Context: an optimization exercise on an open-source flow, tuned for small area. The choices shown serve that exercise and are no tape-out recipe. In this exercise RTL edits were held to simulation tests only and were not proved equivalent to the original. Power and IR drop assume default switching activity. The clock port is modelled as an ideal driver; clocking choices that lean on that would not hold on a real chip.

==> job 9952: inputs <==
==> flow/design.v <==
module left_sel #(parameter W = 61) (s, a, c, y);
    input s;
    input [W-1:0] a, c;
    output [W-1:0] y;
    assign y = ~(({W{s}} & a) | c);
endmodule
module hold_gate #(parameter W = 61) (a, kn, y);
    input [W-1:0] a;
    input kn;
    output [W-1:0] y;
    assign y = ~(a | {W{kn}});
endmodule
module sel_inv #(parameter W = 60) (s1, a, s2, b, c, y);
    input s1, s2;
    input [W-1:0] a, b, c;
    output [W-1:0] y;
    assign y = ~(({W{s1}} & a) | ({W{s2}} & b) | c);
endmodule
module cardinal_router (cwsi, cwri, cwdi, ccwsi, ccwri, ccwdi, pesi, peri, pedi,
               cwso, cwro, cwdo, ccwso, ccwro, ccwdo, peso, pero, pedo,
               polarity, clk, reset);
    input cwsi, cwro, ccwsi, ccwro, pesi, pero, clk, reset, polarity;
    input [60:0] cwdi, ccwdi;        
    input [63:0] pedi;
    output cwri, cwso, ccwri, ccwso, peri, peso;
    output [60:0] cwdo, ccwdo;       
    output [63:0] pedo;
    reg [60:0] cwi_e, cwi_w, ccwi_e, ccwi_w;    
    reg [62:0] pei_e, pei_w;                    
    reg cwi_fe, ccwi_fe, pei_fe;                
    reg cwi_en, ccwi_en, pei_en;                
    reg [60:0] cwo_o, cwo_w, ccwo_o, ccwo_w;    
    reg [60:0] peo_o, peo_w;                    
    reg cwo_fo, cwo_fw, ccwo_fo, ccwo_fw, peo_fo, peo_fw;
    reg cwo_g, ccwo_g, peo_g;
    wire cwo_ri  = ~cwo_fw;
    wire ccwo_ri = ~ccwo_fw;
    wire peo_ri  = ~peo_fw;
    wire cwi_fwd  = ~cwi_e[48];
    wire ccwi_fwd = ~ccwi_e[48];
    wire pei_ccw  = ~pei_e[62];
    wire cwi_so_cw   = cwi_fe & cwo_ri & cwi_fwd;
    wire cwi_so_pe   = cwi_fe & peo_ri & ~cwi_fwd;
    wire ccwi_so_ccw = ccwi_fe & ccwo_ri & ccwi_fwd;
    wire ccwi_so_pe  = ccwi_fe & peo_ri & ~ccwi_fwd;
    wire pei_so_cw   = pei_fe & cwo_ri & ~pei_ccw;
    wire pei_so_ccw  = pei_fe & ccwo_ri & pei_ccw;
    wire cwo_g1 = cwi_so_cw & ~(pei_so_cw & cwo_g);
    wire cwo_g2 = pei_so_cw & ~(cwi_so_cw & ~cwo_g);
    wire cwo_si = cwi_so_cw | pei_so_cw;
    wire ccwo_g1 = ccwi_so_ccw & ~(pei_so_ccw & ccwo_g);
    wire ccwo_g2 = pei_so_ccw & ~(ccwi_so_ccw & ~ccwo_g);
    wire ccwo_si = ccwi_so_ccw | pei_so_ccw;
    wire peo_g1 = cwi_so_pe & ~(ccwi_so_pe & peo_g);
    wire peo_g2 = ccwi_so_pe & ~(cwi_so_pe & ~peo_g);
    wire peo_si = cwi_so_pe | ccwi_so_pe;
    assign cwri  = cwi_en;
    assign ccwri = ccwi_en;
    assign peri  = pei_en;
    assign cwso  = cwo_fo & cwro;
    assign ccwso = ccwo_fo & ccwro;
    assign peso  = peo_fo & pero;
    wire pe_take = pesi & (pedi[63] ^ polarity);
    wire cwi_fw_nx  = cwi_fe & ~(cwo_g1 | peo_g1);
    wire ccwi_fw_nx = ccwi_fe & ~(ccwo_g1 | peo_g2);
    wire pei_fw_nx  = pei_fe & ~(cwo_g2 | ccwo_g2);
    wire cwo_fw_nx  = cwo_fo & ~cwro;
    wire ccwo_fw_nx = ccwo_fo & ~ccwro;
    wire peo_fw_nx  = peo_fo & ~pero;
    wire [60:0] cwi_d, ccwi_d, cwi_k, ccwi_k;
    wire [62:0] pei_d, pei_k;
    left_sel #(61) cwi_sel (cwi_en, cwdi, cwi_w, cwi_d);
    left_sel #(61) ccwi_sel (ccwi_en, ccwdi, ccwi_w, ccwi_d);
    left_sel #(63) pei_sel (pei_en, pedi[62:0], pei_w, pei_d);
    hold_gate #(61) cwi_hold (cwi_e, ~cwi_fw_nx | reset, cwi_k);
    hold_gate #(61) ccwi_hold (ccwi_e, ~ccwi_fw_nx | reset, ccwi_k);
    hold_gate #(63) pei_hold (pei_e, ~pei_fw_nx | reset, pei_k);
    wire [59:0] cwo_l1  = {cwi_e[60:55], cwi_e[54:49], cwi_e[47:0]};
    wire [59:0] cwo_l2  = {pei_e[61:56], pei_e[54:49], pei_e[47:0]};
    wire [59:0] ccwo_l1 = {ccwi_e[60:55], ccwi_e[54:49], ccwi_e[47:0]};
    wire [59:0] peo_l1  = {cwi_e[60:55], cwi_e[54:49], cwi_e[47:0]};
    wire [59:0] peo_l2  = {ccwi_e[60:55], ccwi_e[54:49], ccwi_e[47:0]};
    wire [60:0] cwo_d, ccwo_d, peo_d, cwo_k, ccwo_k, peo_k;
    sel_inv #(60) cwo_sel (cwo_g1, cwo_l1, cwo_g2, cwo_l2,
        {cwo_w[60:55], cwo_w[53:0]}, {cwo_d[60:55], cwo_d[53:0]});
    assign cwo_d[54] = ~(cwo_g1 | (cwo_g2 & pei_e[55]) | cwo_w[54]);
    sel_inv #(60) ccwo_sel (ccwo_g1, ccwo_l1, ccwo_g2, cwo_l2,
        {ccwo_w[60:55], ccwo_w[53:0]}, {ccwo_d[60:55], ccwo_d[53:0]});
    assign ccwo_d[54] = ~(ccwo_g1 | (ccwo_g2 & pei_e[55]) | ccwo_w[54]);
    sel_inv #(60) peo_sel (peo_g1, peo_l1, peo_g2, peo_l2,
        peo_w[59:0], peo_d[59:0]);
    assign peo_d[60] = ~(peo_g1 | peo_w[60]);
    hold_gate #(61) cwo_hold (cwo_o, ~cwo_fw_nx, cwo_k);
    hold_gate #(61) ccwo_hold (ccwo_o, ~ccwo_fw_nx, ccwo_k);
    hold_gate #(61) peo_hold (peo_o, ~peo_fw_nx, peo_k);
    always @(posedge clk) begin
        cwi_e  <= cwi_d;
        cwi_w  <= cwi_k;
        ccwi_e <= ccwi_d;
        ccwi_w <= ccwi_k;
        pei_e  <= pei_d;
        pei_w  <= pei_k;
        cwo_o  <= cwo_d;
        cwo_w  <= cwo_k;
        ccwo_o <= ccwo_d;
        ccwo_w <= ccwo_k;
        peo_o  <= peo_d;
        peo_w  <= peo_k;
    end
    always @(posedge clk) begin
        if (reset) begin
            cwi_fe <= 0; cwi_en <= 1;
            ccwi_fe <= 0; ccwi_en <= 1;
            pei_fe <= 0; pei_en <= 1;
            cwo_fo <= 0; cwo_fw <= 0;
            ccwo_fo <= 0; ccwo_fw <= 0;
            peo_fo <= 0; peo_fw <= 0;
            cwo_g <= 0; ccwo_g <= 0; peo_g <= 0;
        end else begin
            cwi_fe  <= ~cwi_en | cwsi;
            cwi_en  <= ~cwi_fw_nx;
            ccwi_fe <= ~ccwi_en | ccwsi;
            ccwi_en <= ~ccwi_fw_nx;
            pei_fe  <= ~pei_en | pe_take;
            pei_en  <= ~pei_fw_nx;
            cwo_fo  <= cwo_fw | cwo_si;
            cwo_fw  <= cwo_fw_nx;
            ccwo_fo <= ccwo_fw | ccwo_si;
            ccwo_fw <= ccwo_fw_nx;
            peo_fo  <= peo_fw | peo_si;
            peo_fw  <= peo_fw_nx;
            cwo_g  <= cwo_g  ^ (cwi_so_cw & pei_so_cw);
            ccwo_g <= ccwo_g ^ (ccwi_so_ccw & pei_so_ccw);
            peo_g  <= peo_g  ^ (cwi_so_pe & ccwi_so_pe);
        end
    end
    assign pedo = {~polarity, peo_o[60:54], 2'b00, peo_o[53:0]};
    assign cwdo  = cwo_o;
    assign ccwdo = ccwo_o;
endmodule
module cardinal_ring (node0_pesi, node0_peri, node0_pedi, node0_peso, node0_pero, node0_pedo, node0_polarity,
                  node1_pesi, node1_peri, node1_pedi, node1_peso, node1_pero, node1_pedo, node1_polarity,
                  node2_pesi, node2_peri, node2_pedi, node2_peso, node2_pero, node2_pedo, node2_polarity,
                  node3_pesi, node3_peri, node3_pedi, node3_peso, node3_pero, node3_pedo, node3_polarity,
                  clk, reset);
    input clk, reset;
    input node0_pesi, node0_pero;
    input [63:0] node0_pedi;
    output node0_peri, node0_peso, node0_polarity;
    output [63:0] node0_pedo;
    input node1_pesi, node1_pero;
    input [63:0] node1_pedi;
    output node1_peri, node1_peso, node1_polarity;
    output [63:0] node1_pedo;
    input node2_pesi, node2_pero;
    input [63:0] node2_pedi;
    output node2_peri, node2_peso, node2_polarity;
    output [63:0] node2_pedo;
    input node3_pesi, node3_pero;
    input [63:0] node3_pedi;
    output node3_peri, node3_peso, node3_polarity;
    output [63:0] node3_pedo;
    reg polarity;
    always @(posedge clk) begin
        if (reset) polarity <= 0;
        else polarity <= ~polarity;
    end
    assign node0_polarity = polarity;
    assign node1_polarity = polarity;
    assign node2_polarity = polarity;
    assign node3_polarity = polarity;
    wire cwso_0, cwso_1, cwso_2, cwso_3;
    wire ccwso_0, ccwso_1, ccwso_2, ccwso_3;
    wire cwri_0, cwri_1, cwri_2, cwri_3;
    wire ccwri_0, ccwri_1, ccwri_2, ccwri_3;
    wire [60:0] cwdo_0, cwdo_1, cwdo_2, cwdo_3;
    wire [60:0] ccwdo_0, ccwdo_1, ccwdo_2, ccwdo_3;
    cardinal_router router_0 (cwso_3, cwri_0, cwdo_3, ccwso_1, ccwri_0, ccwdo_1, node0_pesi, node0_peri, node0_pedi,
                          cwso_0, cwri_1, cwdo_0, ccwso_0, ccwri_3, ccwdo_0, node0_peso, node0_pero, node0_pedo,
                          polarity, clk, reset);
    cardinal_router router_1 (cwso_0, cwri_1, cwdo_0, ccwso_2, ccwri_1, ccwdo_2, node1_pesi, node1_peri, node1_pedi,
                          cwso_1, cwri_2, cwdo_1, ccwso_1, ccwri_0, ccwdo_1, node1_peso, node1_pero, node1_pedo,
                          polarity, clk, reset);
    cardinal_router router_2 (cwso_1, cwri_2, cwdo_1, ccwso_3, ccwri_2, ccwdo_3, node2_pesi, node2_peri, node2_pedi,
                          cwso_2, cwri_3, cwdo_2, ccwso_2, ccwri_1, ccwdo_2, node2_peso, node2_pero, node2_pedo,
                          polarity, clk, reset);
    cardinal_router router_3 (cwso_2, cwri_3, cwdo_2, ccwso_0, ccwri_3, ccwdo_0, node3_pesi, node3_peri, node3_pedi,
                          cwso_3, cwri_0, cwdo_3, ccwso_3, ccwri_2, ccwdo_3, node3_peso, node3_pero, node3_pedo,
                          polarity, clk, reset);
endmodule
==> flow/flow/run.sh <==
#!/bin/bash
# Layout flow: the standard flow (standard.sh, standard synthesis
# unchanged) with these changes, set in opts.sh:
#  - port buffers use the smallest buffer (sky130_fd_sc_hd__buf_1),
#  - clock tree synthesis inserts no dummy loads and uses the buffers and
#    sink cluster sizes given in opts.sh,
#  - other ORFS variables exported by opts.sh: PRE_FLOORPLAN_TCL runs
#    downsize.tcl, which sets the synthesized data-path gates to their
#    smallest drive strength before floorplanning (later repair steps
#    upsize or buffer where needed), and RECOVER_POWER downsizes gates with
#    timing slack after global routing.
# Each tool's full output is in the ORFS logs under orfs/logs; make's own
# output goes to flow.log in the work folder.
set -euo pipefail
HERE="$(cd "$(dirname "${BASH_SOURCE[0]}")" && pwd)"
WORK="$(pwd)"
export BUFFER_PORTS_ARGS="-buffer_cell sky130_fd_sc_hd__buf_1"
CTS_BUFS="sky130_fd_sc_hd__clkbuf_16"
CTS_EXTRA=""
if [[ -f "$HERE/opts.sh" ]]; then source "$HERE/opts.sh"; fi
export CTS_ARGS="-sink_clustering_enable -repair_clock_nets -dont_use_dummy_load -buf_list {$CTS_BUFS} $CTS_EXTRA"
bash "$WORK/standard.sh" > "$WORK/flow.log" 2>&1 || { tail -50 "$WORK/flow.log"; exit 1; }
tail -5 "$WORK/flow.log"
==> flow/flow/downsize.tcl <==
# Downsize the synthesized data-path gates to their smallest drive
# strength; later repair steps upsize or buffer where slew, capacitance or
# timing need it.
set ds_count 0
foreach inst [get_cells *] {
  set master [get_property $inst ref_name]
  if {[regexp {^(sky130_fd_sc_hd__(a221oi|a222oi|a21oi|a22o|a22oi|nor2|nand2|o21ai|inv))_([2-9]|1[0-9])$} $master -> base]} {
    if {[llength [get_lib_cells ${base}_1]] > 0} {
      replace_cell $inst ${base}_1
      incr ds_count
    }
  }
}
puts "downsize: replaced $ds_count instances"
==> flow/flow/opts.sh <==
CTS_BUFS="sky130_fd_sc_hd__clkbuf_16"
CTS_EXTRA="-sink_clustering_size 30 -sink_clustering_max_diameter 80"
export RECOVER_POWER=100
export PRE_FLOORPLAN_TCL="$HERE/downsize.tcl"
==> flow/standard.sh <==
#!/bin/bash
# synth_recipe.tcl (not shown) runs the flow's synth.tcl, then flattens the netlist and writes it again
# the make line also repeats each setting of config.mk as NAME=value (left out here)
make -C /OpenROAD-flow-scripts/flow DESIGN_CONFIG=/design/flow/config.mk WORK_HOME=/design/flow/orfs CLKGATE_MAP_FILE= SYNTH_SCRIPT=/design/flow/synth_recipe.tcl "${@:-finish}"
==> flow/config.mk <==
export PLATFORM = sky130hd
export DESIGN_NAME = cardinal_ring
export DESIGN_NICKNAME = cardinal_ring
export VERILOG_FILES = /design/flow/design.v
export SDC_FILE = /design/flow/constraint.sdc
export NUM_CORES = 4
export LEC_CHECK = 0
export CAP_MARGIN = 0
export CORE_MARGIN = 2
export CORE_UTILIZATION = 60
export PLACE_DENSITY = 0.7
export SLEW_MARGIN = 0
export SYNTH_HIERARCHICAL = 1
==> flow/constraint.sdc <==
create_clock -name core_clock -period 5.0 [get_ports {clk}]
set_input_delay 1.0000 -clock core_clock [delete_from_list [all_inputs] [get_ports {clk}]]
set_output_delay 1.0000 -clock core_clock [all_outputs]
set_load 0.01 [all_outputs]
==> job 1498: changes against job 9952 <==
--- a/flow/flow/run.sh
+++ b/flow/flow/run.sh
@@ -9,4 +9,3 @@
 #    smallest drive strength before floorplanning (later repair steps
-#    upsize or buffer where needed), and RECOVER_POWER downsizes gates with
-#    timing slack after global routing.
+#    upsize or buffer where needed).
 # Each tool's full output is in the ORFS logs under orfs/logs; make's own
==> flow/flow/opts.sh (replaced) <==
CTS_BUFS="sky130_fd_sc_hd__clkbuf_16 sky130_fd_sc_hd__clkbuf_8"
CTS_EXTRA="-sink_clustering_size 30 -sink_clustering_max_diameter 100"
export PRE_FLOORPLAN_TCL="$HERE/downsize.tcl"
--- a/flow/config.mk
+++ b/flow/config.mk
@@ -9,4 +9,4 @@
 export CORE_MARGIN = 2
-export CORE_UTILIZATION = 60
-export PLACE_DENSITY = 0.7
+export CORE_UTILIZATION = 80
+export PLACE_DENSITY = 0.88
 export SLEW_MARGIN = 0
==> job 5160: changes against job 9952 <==
--- a/flow/flow/run.sh
+++ b/flow/flow/run.sh
@@ -9,4 +9,3 @@
 #    smallest drive strength before floorplanning (later repair steps
-#    upsize or buffer where needed), and RECOVER_POWER downsizes gates with
-#    timing slack after global routing.
+#    upsize or buffer where needed).
 # Each tool's full output is in the ORFS logs under orfs/logs; make's own
==> flow/flow/opts.sh (replaced) <==
CTS_BUFS="sky130_fd_sc_hd__clkbuf_16"
CTS_EXTRA="-sink_clustering_size 30 -sink_clustering_max_diameter 80"
export PRE_FLOORPLAN_TCL="$HERE/downsize.tcl"
==> insert_results.sql <==
INSERT INTO impl_metrics (metric_group, metric, value, unit) VALUES
('layout', 'final_design_area_no_fill', '0.0845', 'sq mm'),
('layout', 'design.final.nets', '7139', ''),
('die', 'initial_utilization', '80.7', '%'),
('critical_path', 'worst-path-stages', '3', ''),
('route', 'met2WireLength', '110000', 'microns'),
('power', 'peakVddDrop', '0.347', 'mV'),
('layout', 'num_antenna_cells', '6', ''),
('timing', 'tightestPinTransition', '1.39', 'ns'),
('layout', 'multi_input_area', '0.0173', 'sq mm'),
('run_status', 'result_of_the_run', 'complete, no violations', ''),
('die', 'floorplan.die_area', '0.105', 'sq mm'),
('critical_path', 'r2r-start', 'router_0.pei_fe', ''),
('critical_path', 'critical_path.reg2reg.endpoint', 'router_0.pei_w[61]', ''),
('global_routing', 'global_route_wire_length_before_repair', '368000', 'microns'),
('critical_path', 'critPathSlowestCell', 'o2111a_2', ''),
('layout', 'num-clock-buffers', '109', '');
Source of the figures above: job 1498

==> insert_results.sql <==
INSERT INTO impl_metrics (metric_group, metric, value, unit) VALUES
('layout', 'multi_input_area', '0.0173', 'sq mm'),
('layout', 'num-clock-buffers', '113', ''),
('global_routing', 'global_route_wire_length_before_repair', '363000', 'microns'),
('global_routing', 'grt_antenna_before_repair', '12', ''),
('layout', 'final_design_area_no_fill', '0.0852', 'sq mm'),
('critical_path', 'r2r-start', 'router_0.ccwi_fe', ''),
('layout', 'design.final.nets', '7156', ''),
('critical_path', 'critPathSlowestCell', 'a311oi_4', ''),
('route', 'met2WireLength', '112000', 'microns'),
('die', 'initial_utilization', '60.5', '%'),
('run_status', 'result_of_the_run', 'complete, no violations', ''),
('timing', 'tightestPinTransition', '1.24', 'ns'),
('die', 'floorplan.die_area', '0.140', 'sq mm'),
('layout', 'num_antenna_cells', '4', ''),
('critical_path', 'critical_path.reg2reg.endpoint', 'router_0.peo_o[17]', '');
Source of the figures above: job 5160

==> insert_results.sql <==
INSERT INTO impl_metrics (metric_group, metric, value, unit) VALUES
('critical_path', 'critical_path.reg2reg.endpoint', 'router_3.ccwo_w[56]', ''),
('critical_path', 'critPathKind', 'flop to flop', ''),
('die', 'floorplan.die_area', '0.140', 'sq mm'),
('critical_path', 'critPathSlowestCell', 'nand2b_1', ''),
('critical_path', 'kind_of_start_point_of_the_critical_path', 'flop', ''),
('global_routing', 'grt_use_total', '35.8', '%'),
('timing', 'tightestPinTransition', '4.04', 'ns'),
('die', 'initial_utilization', '60.5', '%'),
('layout', 'num-clock-buffers', '113', ''),
('run', 'cap_violations', '40', ''),
('global_routing', 'global_route_wire_length_before_repair', '363000', 'microns'),
('layout', 'num_antenna_cells', '4', ''),
('run_status', 'result_of_the_run', 'complete, but fails checks', ''),
('route', 'met2WireLength', '112000', 'microns'),
('layout', 'final_core_utilization', '62.5', '%'),
('layout', 'design.final.nets', '7156', ''),
('run_status', 'checkFailReasons', 'max-capacitance violations, max-slew violations', ''),
('layout', 'multi_input_area', '0.0170', 'sq mm'),
('route', 'final_antenna_net_count', '0', ''),
('timing', 'maxSlewViolCount', '1496', '');
Source of the figures above: job 9952

## static timing again, ports no longer ideal
Ports are ideal in the flow. The routed layouts listed here were re-timed in OpenROAD. Step 1 sets driving cells, clkbuf_16 on the clock port and buf_2 on the other inputs (assumed; they add their load-dependent delay and slew). Step 2 times the ports against the registers' clock, not the clock port: input delays grow and output delays shrink by t, the midpoint of the rising clock arrivals with the driver on. a / b / c = ideal ports / drivers / drivers and shift; a / b = the first two.
run | shift t [ns] | setup slack, ns | hold slack, ns
job 9952 | 0.834 | 0.815 / 0.815 / 0.223 | 0.315 / 0.315 / 0.315
job 1498 | 0.823 | 1.748 / 1.748 / 1.629 | 0.369 / 0.344 / 0.369
job 5160 | 0.834 | 1.675 / 1.675 / 1.498 | 0.316 / 0.316 / 0.316
The setup slack of job 9952, which loses most, moves by 0.000 ns with the drivers and by -0.592 ns with both steps.
